This design comes from an exercise in tuning for small area on the open sky130 flow, not from production work. Where RTL was checked, it was by simulation tests only, not by an equivalence proof against the original. Function not checked in runs 1 and 2: the RTL went through the layout flow alone. Power figures rest on the tool's default switching activity, not on a simulated workload.

File: flow/config.mk
export PLATFORM = sky130hd
export DESIGN_NAME = FrequencyDetector
export DESIGN_NICKNAME = FrequencyDetector
export VERILOG_FILES = /design/flow/design.v
export SDC_FILE = /design/flow/constraint.sdc
export NUM_CORES = 4
export LEC_CHECK = 0
export CAP_MARGIN = 20
export CORE_MARGIN = 2
export CORE_UTILIZATION = 40
export SLEW_MARGIN = 20
File: flow/constraint.sdc
create_clock -name core_clock -period 115.0 [get_ports {MAX10_CLK1_50}]
set_input_delay 23.0000 -clock core_clock [delete_from_list [all_inputs] [get_ports {MAX10_CLK1_50}]]
set_output_delay 23.0000 -clock core_clock [all_outputs]
set_load 0.01 [all_outputs]
File: flow/design.v
module FrequencyDetector(MAX10_CLK1_50, KEY, HEX0, HEX1, HEX2, HEX3, HEX4, HEX5, LEDR, SW, GPIO);
	input MAX10_CLK1_50;
	input [1:0] KEY;
	output [6:0] HEX0, HEX1, HEX2, HEX3, HEX4, HEX5;
	output [9:0] LEDR;
	input [9:0] SW;
	input [34:0] GPIO;
	wire clk = MAX10_CLK1_50;
	wire rst = SW[1];
	wire sig = SW[0] ? KEY[1] : ~GPIO[0];
	reg ef, eb, ep;
	reg [25:0] cnt, P, W;
	wire [25:0] cnt_inc = (cnt > 26'd50000000) ? 26'd0 : cnt + 26'd1;
	wire [25:0] cnt_nx = ep ? 26'd0 : cnt_inc;
	always @(posedge clk) begin
		if (rst) begin
			cnt <= 26'd0;
			P <= 26'd0;
			W <= 26'd0;
		end else begin
			ef <= sig;
			eb <= ef;
			ep <= ~ef & eb;
			cnt <= cnt_nx;
			if (~ef & eb) P <= cnt;
			if (ef & ~eb) W <= cnt_nx;
		end
	end
	reg [5:0] st;			 
	always @(posedge clk) st <= st + 6'd1;
	wire ph = st[5];
	wire [4:0] t = st[4:0];
	wire first = (t == 5'd0);
	wire pnz = |P;
	wire mhz = pnz & (P <= 26'd50);
	wire khz = (P > 26'd50) & (P <= 26'd50000);
	wire hz = ~mhz & ~khz;
	wire [31:0] N = mhz ? 32'd50 : khz ? 32'd50000 : 32'd50000000;
	wire nbit = N[~t];
	wire wb = (t >= 5'd2 && t <= 5'd27) ? W[t - 5'd2] : 1'b0;
	reg [3:0] dl;
	reg [1:0] cy;
	wire [2:0] xs = wb + dl[2] + dl[3] + (first ? 2'd0 : cy);
	always @(posedge clk) begin
		dl <= {dl[2:0], wb};
		cy <= xs[2:1];
	end
	reg [31:0] ring;
	always @(posedge clk) ring <= {ph ? ring[0] : xs[0], ring[31:1]};
	wire [15:0] odd = {ring[31], ring[29], ring[27], ring[25], ring[23], ring[21], ring[19], ring[17],
	                   ring[15], ring[13], ring[11], ring[9], ring[7], ring[5], ring[3], ring[1]};
	wire rbit = odd[~t[3:0]];
	wire x = ph ? rbit : nbit;
	reg [25:0] R;
	wire [26:0] T = {(first ? 26'd0 : R), x};
	wire [27:0] b;			 
	wire [26:0] D;
	assign b[0] = 1'b0;
	genvar i;
	generate
		for (i = 0; i < 27; i = i + 1) begin : sub
			wire p = (i < 26) ? P[i] : 1'b0;
			assign D[i] = T[i] ^ p ^ b[i];
			assign b[i + 1] = (~T[i] & p) | (~(T[i] ^ p) & b[i]);
		end
	endgenerate
	wire ge = ~b[27] & pnz;
	always @(posedge clk) R <= ge ? D[25:0] : T[25:0];
	wire q = ge & ~(ph & (t < 5'd5));	 
	reg [3:0] r1, r2, h;
	wire [4:0] a1 = {(first ? 4'd0 : r1), q};
	wire g1 = (a1 >= 5'd10);
	wire [4:0] b1 = g1 ? a1 - 5'd10 : a1;
	wire [4:0] a2 = {(first ? 4'd0 : r2), g1};
	wire g2 = (a2 >= 5'd10);
	wire [4:0] b2 = g2 ? a2 - 5'd10 : a2;
	always @(posedge clk) begin
		r1 <= b1[3:0];
		r2 <= b2[3:0];
		h <= {h[2:0], g2};
	end
	reg [3:0] d0, d1, d2, d3, d4, d5;
	reg [2:0] led;
	always @(posedge clk) begin
		if (first) begin
			if (ph) begin
				d5 <= r1;
				d4 <= r2;
				d3 <= h;
				led <= rst ? 3'b000 : {hz, khz, mhz};
			end else begin
				d2 <= r1;
				d1 <= r2;
				d0 <= h;
			end
		end
	end
	function [6:0] seg;
		input [3:0] d;
		seg = (d == 4'd0) ? 7'b1000000 :
		      (d == 4'd1) ? 7'b1111001 :
		      (d == 4'd2) ? 7'b0100100 :
		      (d == 4'd3) ? 7'b0110000 :
		      (d == 4'd4) ? 7'b0011001 :
		      (d == 4'd5) ? 7'b0010010 :
		      (d == 4'd6) ? 7'b0000010 :
		      (d == 4'd7) ? 7'b1111000 :
		      (d == 4'd8) ? 7'b0000000 :
		      (d == 4'd9) ? 7'b0011000 : 7'b1111110;
	endfunction
	assign HEX0 = seg(d2);
	assign HEX1 = seg(d1);
	assign HEX2 = seg(d0);
	assign HEX3 = seg(d5);
	assign HEX4 = seg(d4);
	assign HEX5 = seg(d3);
	assign LEDR = {7'b0000000, led};
endmodule
File: flow/flow/run.sh
#!/bin/bash
# Standard ORFS layout, with two changes: port buffers use the smallest
# buffer cell, and clock tree synthesis inserts no dummy loads.
set -euo pipefail
export BUFFER_PORTS_ARGS="-buffer_cell sky130_fd_sc_hd__buf_1"
export CTS_ARGS="-sink_clustering_enable -repair_clock_nets -dont_use_dummy_load -buf_list {sky130_fd_sc_hd__clkbuf_8}"
bash standard.sh > make_flow.log 2>&1
File: flow/standard.sh
#!/bin/bash
# synth_recipe.tcl (not shown) runs the flow's synth.tcl, then flattens the netlist and writes it again
# the make line also repeats each setting of config.mk as NAME=value (left out here)
make -C /OpenROAD-flow-scripts/flow DESIGN_CONFIG=/design/flow/config.mk WORK_HOME=/design/flow/orfs CLKGATE_MAP_FILE= SYNTH_SCRIPT=/design/flow/synth_recipe.tcl "${@:-finish}"
==> results.toml, run 1 <==
[run_status]
outcome = "complete, no violations"

[sta]
slew_viol_final = 0
tightest_slew_ns = 0.9520
hold_violations = 0
tns_ns = 0
postLayoutSetupSlackWorst_ns = 90.24
post-route-period-util_pct = 21.53
max_freq_mhz = 40.39
fin_skew_ns = 0.03283
post-route-min-period_ns = 24.76
rsz0062_at_grt = "false"
setup_viol = 0
slew_headroom_pct = 36.30

[clock_tree]
cts_buffers = 17
cts.sinks = 190
cts_resized = 0
cts_hold_buf = 0
cts_root_buf = "clkbuf_8"
postCtsSetupBuffers = 0
clk_pin_slew_ns = 0.10
cts_tree = "done"
htreeDepth = 4
clk_latency_ns = 0.46
clock_path_buffers = 2

[synth]
synthTopCellsByCount = "160 x dfxtp_1, 152 x nand2_1, 72 x o21ai_0"
ys_warn_count = 1
yosys.area.top_type = "dfxtp_1"
synthDistinctLibCells = 60
netlist_instances = 878
synth.most_common_cell = "dfxtp_1"
synth-main-ff-cell = "dfxtp_1"
async_flop_share_pct = 0
synth_area_leaders = "dfxtp_1 38%, edfxtp_1 11%, nand2_1 6.8%, fa_1 6.5%, o21ai_0 4.3%"
ys_seq_area_share_pct = 49.04
synth_edf_count = 30
synth_top_area_share_pct = 38.27
synth_area_mm2 = 0.008369
syn_area_per_cell_um2 = 9.532
ys_ff_latch = 190

[place]
post-place-ws_ns = 90.34
dp_hpwl_um = 10880
place_congestion = 0.8158
dp.cells = 1143
portBuffers = 49

[layout]
n_antenna_cell = 0
syn_to_final_growth_pct = 6.174
nFillCells = 1994
final_cells = 1160
drive_above_1_share_pct = 4.831
fin_nets = 980

[critical_path]
crit_path_max_incr_delay_ns = 0.49
worstSetupPathType = "flip-flop to primary output"
cp.arrival_ns = 1.76
cpMaxStageDelayCell = "edfxtp_1"
path_max_fanout = 7
worst_ep_required_time_ns = 92.00
path_cells = "inv_1 > mux2_2 > o21a_1 > buf_1"
cp-end-kind = "primary output"
start_kind = "flip-flop"

[routing]
highest_layer = "met4"
met3_wirelength_um = 618
drtIter0Drc = 322
route.detailed.drc = 0
ant_nets = 0
viasPerCell = 5.060
dr_wl_met2_um = 6730
met1_length_um = 7899
drt_first_pass_iters = 5
avgRoutedWirePerCell_um = 13.40
vias = 5870
routed_wl_um = 15550

[floorplan]
io_pins = 100
die-height_um = 148.7
core_mm2 = 0.02036
dieArea_mm2 = 0.02210
start_util_pct = 41.10
num_rows = 52
die_x_um = 148.7

[pwr]
powerDensity_mw_per_mm2 = 11.58
report.power.total_uw = 102.9
irDropWorstVdd_uv = 5.613
p_leak_nw = 3.004

[grt]
grt_max_degree = 67
grt_pass1_wl_um = 26450
overflow = 0
antenna_found_initial = 0
grt_pass1_vias = 5359
grt.total_usage_pct = 14.85

[flow_run]
cap_violations = 0

[worst_hold_path]
hold_class = "flip-flop to flip-flop"
cell families (layout without fill, tap and decap cells):
group,Yosys count,after routing,synth area share (%)
buf+inv,90,96,4.604
simple gates,327,327,17.64
mux,17,17,3.872
compound gates,177,177,12.63
flops,190,190,49.04
fa+ha+maj,40,40,8.402
other cells,1,7,0.04481
xor+xnor,36,36,3.767
power breakdown:
part / switching [mW] / internal [mW]
logic: 0.00203 / 0.000683
registers: 0.000277 / 0.0675
clock network: 0.0193 / 0.0131
total: 0.0216 / 0.0813
stage by stage:
step                instance area (um^2)  util, %  hold slack, ns
detailed placement                  8652    42.49          0.3121
finish                              8886    43.63          0.3280
floorplan                           8392        -          0.3096
global placement                    8652    42.49          0.3108
global route                        8886    43.63          0.3302
CTS                                 8886    43.63          0.3218
final timing paths:
kind	startpoint	endpoint	slack, ns	cells past startpoint
setup / recovery	d1[1]	HEX1[3]	90.24	4
hold / removal	ring[6]	ring[5]	0.33	0
setup reg to reg	P[10]	r2[1]	101.01	38
hold reg to reg	ring[6]	ring[5]	0.33	0
cells in the final DEF (no fill, tap or decap), drive strengths merged, types with 2 or more instances in the layout:
cell type  count
nand2        152
a32o           2
nor2          58
fa            27
or3            8
o211ai        11
dfxtp        160
nor4           8
conb           7
and3           7
o21a           3
nor2b          5
xnor2         21
xor2          15
nand2b         6
clkbuf        17
clkinv         2
buf           52
mux2i          2
a31oi          4
mux4          12
and2           6
o21ai         72
nand3         45
o221ai         2
ha            13
inv           25
nand4         10
edfxtp        30
nor3          14
and4           4
a311oi         2
o22a           5
a21oi         62
mux2           3
a22oi          2
o41ai          3
worst max-delay path, delay by kind of cell, from the launching register on:
family                 cells  cell delay (ns)
buffers and inverters      2             0.30
AO/OA/AOI/OAI              1             0.16
multiplexers               1             0.35
flip-flops                 1             0.49
registers in the layout, indices dropped and copies added (netlist names), 3 cells and up:
register	count
d3	4
led	3
h	4
ring	32
d4	4
r1	4
st	6
r2	4
d5	4
R	26
d2	4
cnt	26
d1	4
dl	4
W	26
d0	4
P	26
layout make-up:
class	count	area [um^2]	area share, %
Sequential cell	190	4104	46.18
Multi-Input combinational cell	604	3902	43.92
Tap cell	270	337.8	3.802
Clock buffer	17	234.0	2.633
Timing Repair Buffer	52	206.4	2.323
Inverter	27	101.3	1.141
per-layer routing:
layer | up-vias | global-route usage (%)
li1 | 3016 | -
met1 | 2721 | 21.51
met2 | 109 | 22.01
met3 | 24 | 3.006
met4 | 0 | 5.476
met5 | - | 0
==> inputs of run 2 (changes only) <==
==> flow/flow/run.sh (replaced) <==
#!/bin/bash
# Standard ORFS layout, with two changes: port buffers use the smallest
# buffer cell, and clock tree synthesis inserts no dummy loads.
set -euo pipefail
export BUFFER_PORTS_ARGS="-buffer_cell sky130_fd_sc_hd__buf_1"
export CTS_ARGS="-sink_clustering_enable -repair_clock_nets -dont_use_dummy_load -buf_list {sky130_fd_sc_hd__clkbuf_4 sky130_fd_sc_hd__clkbuf_8}"
bash standard.sh > make_flow.log 2>&1
==> results.toml, run 2 <==
[routing]
drtIter0Drc = 322
avgRoutedWirePerCell_um = 13.40
viasPerCell = 5.060
ant_nets = 0
routed_wl_um = 15550
vias = 5870
route.detailed.drc = 0
drt_first_pass_iters = 5

[place]
portBuffers = 49
place_area_mm2 = 0.008652
dp.cells = 1143
place_congestion = 0.8158
dp_hpwl_um = 10880

[grt]
grt_pass1_vias = 5359
grt_max_degree = 67
grt.total_usage_pct = 14.85
overflow = 0
grt_pass1_wl_um = 26450
antenna_found_initial = 0

[floorplan]
die_x_um = 148.7
io_pins = 100
start_util_pct = 41.10
die-height_um = 148.7
dieArea_mm2 = 0.02210
core_mm2 = 0.02036
num_rows = 52

[layout]
regMostFlops = "ring"
drive_above_1_share_pct = 4.831
final_common_cell = "dfxtp_1"
final_cells = 1160
fin_nets = 980
syn_to_final_growth_pct = 6.174
largest_reg_flops = 32
n_antenna_cell = 0
final_cell_mix = "160 x dfxtp_1, 152 x nand2_1, 72 x o21ai_0"
nFillCells = 1994
finalInstanceArea_mm2 = 0.008886

[clock_tree]
cts_resized = 0
cts_root_buf = "clkbuf_8"
cts_tree = "done"
htreeDepth = 4
clk_pin_slew_ns = 0.10
clock_path_buffers = 2
cts_buffers = 17
cts_hold_buf = 0
cts.sinks = 190
clk_latency_ns = 0.46
postCtsSetupBuffers = 0

[critical_path]
worst_ep_required_time_ns = 92.00
timing.rr.start = "P[10]"
start_kind = "flip-flop"
path_max_fanout = 7
cp-end-kind = "primary output"
cp_top_family = "flip-flops"
crit_path_max_incr_delay_ns = 0.49
cp.arrival_ns = 1.76
path_cells = "inv_1 > mux2_2 > o21a_1 > buf_1"
worstSetupPathType = "flip-flop to primary output"
path_buf_inv = 2
startpoint = "d1[1]"
cpMaxStageDelayCell = "edfxtp_1"

[synth]
synth_area_mm2 = 0.008369
yosys.area.top_type = "dfxtp_1"
netlist_instances = 878
synth_top_area_share_pct = 38.27
ys_seq_area_share_pct = 49.04
async_flop_share_pct = 0
ys_warn_count = 1
synthTopCellsByCount = "160 x dfxtp_1, 152 x nand2_1, 72 x o21ai_0"
synthDistinctLibCells = 60
synth_edf_count = 30
syn_area_per_cell_um2 = 9.532
ys_ff_latch = 190
synth_area_leaders = "dfxtp_1 38%, edfxtp_1 11%, nand2_1 6.8%, fa_1 6.5%, o21ai_0 4.3%"
synth.most_common_cell = "dfxtp_1"
synth-main-ff-cell = "dfxtp_1"

[pwr]
powerDensity_mw_per_mm2 = 11.58
power_frac_seq_pct = 65.9
report.power.total_uw = 102.9
p_int_uw = 81.32
power_frac_clock_pct = 31.5
p_leak_nw = 3.004
irDropWorstVdd_uv = 5.613
p_sw_share_pct = 20.99
switchingPower_uw = 21.61
comb_power_share_pct = 2.6

[sta]
post-route-min-period_ns = 24.76
post-route-period-util_pct = 21.53
max_freq_mhz = 40.39
holdWs_ns = 0.3280
tns_ns = 0
hold_violations = 0
slew_headroom_pct = 36.30
tightest_slew_ns = 0.9520
setup_viol = 0
fin_skew_ns = 0.03283
slew_viol_final = 0
rsz0062_at_grt = "false"

[worst_hold_path]
min_from = "ring[6]"
hold_class = "flip-flop to flip-flop"

[flow_run]
cap_violations = 0

[run_status]
outcome = "complete, no violations"
==> run 2: cell type report <==
class	instances	area, um^2	area share [%]
clock buffer	17	234.0	2.633
inverter	27	101.3	1.141
multi-input combinational	604	3902	43.92
sequential	190	4104	46.18
tap	270	337.8	3.802
timing repair buffer	52	206.4	2.323
==> run 2: power by group through the flow <==
| stage | sequential (mW) | combinational, mW | clock [mW] |
|---|---|---|---|
| 2_1_floorplan | 0.0693 | 0.00240 | 0 |
| 3_5_place_dp | 0.0694 | 0.00275 | 0 |
| 3_3_place_gp | 0.0694 | 0.00272 | 0 |
| 5_1_grt | 0.0679 | 0.00315 | 0.0361 |
| 6_report | 0.0678 | 0.00271 | 0.0324 |
| 4_1_cts | 0.0678 | 0.00276 | 0.0335 |
==> run 2: cell families (layout without fill, tap and decap cells) <==
| group | count (synthesis) | in the layout | synth area share (%) |
|---|---|---|---|
| xor gates and xnor gates | 36 | 36 | 3.767 |
| AOI/OAI and AO/OA | 177 | 177 | 12.63 |
| other | 1 | 7 | 0.04481 |
| muxes | 17 | 17 | 3.872 |
| and+or+nand+nor | 327 | 327 | 17.64 |
| adders and majority gates | 40 | 40 | 8.402 |
| DFF | 190 | 190 | 49.04 |
| buffers and inverters | 90 | 96 | 4.604 |
==> run 2: path summary, 6_finish.rpt <==
path | endpoint | slack, ns | cells after the start
worst min-delay path | ring[5] | 0.33 | 0
worst max register to register | r2[1] | 101.01 | 38
worst max-delay path | HEX1[3] | 90.24 | 4
worst min register to register | ring[5] | 0.33 | 0
==> run 2: per-stage QoR <==
stage	utilization [%]	setup WS, ns
after detailed placement	42.49	90.34
after global routing	43.63	90.14
after CTS	43.63	90.21
final	43.63	90.24
after global placement	42.49	90.40
after floorplan	-	90.75
==> run 2: layer usage <==
layer	track usage, %	wire [um]
met5	0	0
met4	5.476	298
met3	3.006	618
met2	22.01	6730
met1	21.51	7899
==> inputs of run 3 (changes only) <==
--- a/flow/design.v
+++ b/flow/design.v
@@ -53,18 +53,8 @@
 	wire x = ph ? rbit : nbit;
 	reg [25:0] R;
 	wire [26:0] T = {(first ? 26'd0 : R), x};
-	wire [27:0] b;			 
-	wire [26:0] D;
-	assign b[0] = 1'b0;
-	genvar i;
-	generate
-		for (i = 0; i < 27; i = i + 1) begin : sub
-			wire p = (i < 26) ? P[i] : 1'b0;
-			assign D[i] = T[i] ^ p ^ b[i];
-			assign b[i + 1] = (~T[i] & p) | (~(T[i] ^ p) & b[i]);
-		end
-	endgenerate
-	wire ge = ~b[27] & pnz;
+	wire [27:0] D = {1'b0, T} - {2'b0, P};
+	wire ge = ~D[27] & pnz;
 	always @(posedge clk) R <= ge ? D[25:0] : T[25:0];
 	wire q = ge & ~(ph & (t < 5'd5));	 
 	reg [3:0] r1, r2, h;
==> flow/run.sh (new file) <==
#!/bin/bash
# synth_recipe.tcl (not shown) runs the flow's synth.tcl, then flattens the netlist and writes it again
# the make line also repeats each setting of config.mk as NAME=value (left out here)
make -C /OpenROAD-flow-scripts/flow DESIGN_CONFIG=/design/flow/config.mk WORK_HOME=/design/flow/orfs CLKGATE_MAP_FILE= SYNTH_SCRIPT=/design/flow/synth_recipe.tcl finish
removed: flow/flow/run.sh
removed: flow/standard.sh
==> results.toml, run 3 <==
[floorplan]
io_pins = 100
dieArea_mm2 = 0.02456
core_mm2 = 0.02278
start_util_pct = 40.95
die-height_um = 156.7
die_x_um = 156.7
num_rows = 55

[layout]
final_cells = 1386
final_common_cell = "dfxtp_1"
regMostFlops = "ring"
finalInstanceArea_mm2 = 0.01063
largest_reg_flops = 32
final_cell_mix = "160 x dfxtp_1, 143 x nand2_1, 104 x a21oi_1"
drive_above_1_share_pct = 8.947
syn_to_final_growth_pct = 13.91
n_antenna_cell = 0
fin_nets = 1149
fin_util_pct = 46.65

[synth]
synth.most_common_cell = "dfxtp_1"
synth_fa_ha_area_share_pct = 5.741
ys_ff_latch = 190
async_flop_share_pct = 0
synth-main-ff-cell = "dfxtp_1"
ys_seq_area_share_pct = 44.00
synthTopCellsByCount = "160 x dfxtp_1, 143 x nand2_1, 104 x a21oi_1"
synth_top_family_by_area = "simple AND/OR/NAND/NOR gates"
syn_area_per_cell_um2 = 8.943
synth-compound-area-share_pct = 16.58
netlist_instances = 1043
synthDistinctLibCells = 71
ys_warn_count = 1
muxShareOfSynthArea_pct = 5.017
synth_simple_gate_area_share_pct = 18.07
synth_area_leaders = "dfxtp_1 34%, edfxtp_1 9.7%, nand2_1 5.8%, a21oi_1 5.6%, ha_1 5.1%"
synth_area_mm2 = 0.009328
synth_edf_count = 30
synth_top_area_share_pct = 34.34
synthXorXnorAreaFrac_pct = 5.070
yosys.area.top_type = "dfxtp_1"

[place]
dp.cells = 1354
place_area_mm2 = 0.009975
post-place-ws_ns = 90.21
portBuffers = 49
place_congestion = 0.7949
dp_hpwl_um = 13180

[pwr]
report.power.total_uw = 134.2
p_leak_nw = 3.972
powerDensity_mw_per_mm2 = 12.63
irDropWorstVdd_uv = 8.972

[sta]
max_freq_mhz = 39.85
tightest_slew_ns = 0.9519
fin_skew_ns = 0.01081
tns_ns = 0
setup_viol = 0
slew_headroom_pct = 36.47
hold_violations = 0
post-route-period-util_pct = 21.82
holdWs_ns = 0.3270
slew_viol_final = 0
post-route-min-period_ns = 25.09
postLayoutSetupSlackWorst_ns = 89.91
rsz0062_at_grt = "false"

[routing]
routed_wl_um = 18300
viasPerCell = 5.014
drt_first_pass_iters = 5
avgRoutedWirePerCell_um = 13.20
route.detailed.drc = 0
vias = 6950
ant_nets = 0
drtIter0Drc = 368

[grt]
grt.total_usage_pct = 15.63
grt_pass1_vias = 6375
use_met3_pct = 2.935
overflow = 0
antenna_found_initial = 0
top_usage_layer = "met2"
use_met2_pct = 24.92
grt_max_degree = 34
use_met1_pct = 21.52
grt_pass1_wl_um = 31060

[critical_path]
start_kind = "flip-flop"
worstSetupPathType = "flip-flop to primary output"
path_max_fanout = 7
r2r.worst_path.cells = 14
reg2reg_to = "R[5]"
timing.rr.start = "st[1]"
cp-end-kind = "primary output"
cp.arrival_ns = 2.09
worst-r2r-setup-slack_ns = 110.03
worst_ep_required_time_ns = 92.00

[flow_run]
cap_violations = 0

[clock_tree]
cts_resized = 0
clk_pin_slew_ns = 0.08
postCtsSetupBuffers = 0
cts_tree = "done"
cts.sinks = 190
clk_latency_ns = 0.44
clock_path_buffers = 2
htreeDepth = 4
cts_hold_buf = 0
cts_buffers = 17
cts_root_buf = "clkbuf_16"

[run_status]
outcome = "complete, no violations"

[worst_hold_path]
hold_depth = 0
whs_endpoint = "ring[11]"
hold_class = "flip-flop to flip-flop"
min_from = "ring[12]"
-- run 3: changes by cell type after synthesis, sizes merged, moves of 10 or more --
cell	change
a21oi	+43
inv	+31
ha	+25
and2	+24
fa	-24
nor2	+23
nand3	-21
xnor2	+15
mux2	+13
o21a	+10
-- run 3: area by class of cell --
cell class	count	area, um^2
clock buffer	18	450.4
clock inverter	14	200.2
fill	2169	12150
inverter	57	214.0
multi-input combinational	740	4737
sequential	190	4104
tap	313	391.6
timing repair buffer	54	528.0
-- run 3: how the worst max path moves through the flow --
stage | from | to | slack [ns] | cells after the start
floorplan | d2[1] | HEX0[3] | 90.90 | 3
global placement | SW[1] | W[20] | 90.25 | 5
detailed placement | SW[1] | W[20] | 90.21 | 5
CTS | d0[1] | HEX2[3] | 89.88 | 4
global route | d1[1] | HEX1[3] | 89.81 | 4
finish | d0[1] | HEX2[3] | 89.91 | 4
-- run 3: where the power goes --
group          switching [mW]  internal [mW]
Combinational         0.00271        0.00139
Sequential           0.000223         0.0677
Clock                  0.0305         0.0316
-- run 3: cells by family (layout without fill, tap and decap cells) --
group / count (synthesis) / in the layout
simple gates: 360 / 360
compound gates: 247 / 247
flops: 190 / 190
buf+inv: 119 / 143
xor+xnor: 54 / 54
fa+ha+maj: 41 / 41
mux: 31 / 31
other cells: 1 / 7
-- run 3: layer usage --
| layer | wire (um) | up-vias |
|---|---|---|
| li1 | - | 3636 |
| met1 | 9512 | 3207 |
| met2 | 8102 | 92 |
| met3 | 471 | 15 |
| met4 | 210 | 0 |
| met5 | 0 | - |
-- run 3: worst max-delay path, stage by stage (launching register included) --
cell and delay, ns:
edfxtp_1 0.48, inv_1 0.18, mux2_2 0.36, o21a_1 0.17, clkdlybuf4s50_1 0.47

afterwards: timing with drivers on the ports:
The flow's constraints put no driver on any port. The routed layouts listed below were extracted and timed again, unchanged, in two steps. Step 1, drivers: a clkbuf_16 drives MAX10_CLK1_50 and a buf_2 each remaining input, both assumed. Step 2 moves the port delays by t, midway between the first and last clock arrival at a register: inputs arrive t later, outputs are due t later. That takes back most of the time a late clock gives input paths. Slacks: no drivers / after step 1 / after step 2; pairs: no drivers / after step 1.
run | shift t [ns] | setup WS [ns] | latest minus earliest clock arrival (ns) | slew at the worst register clock pin (ns)
run 1 | 0.481 | 90.241 / 90.205 / 90.379 | 0.033 / 0.033 | 0.10 / 0.10
run 2 | 0.481 | 90.241 / 90.205 / 90.379 | 0.033 / 0.033 | 0.10 / 0.10
run 3 | 0.481 | 89.909 / 89.866 / 90.231 | 0.011 / 0.010 | 0.08 / 0.08
After both steps setup and hold are still met in every run listed.
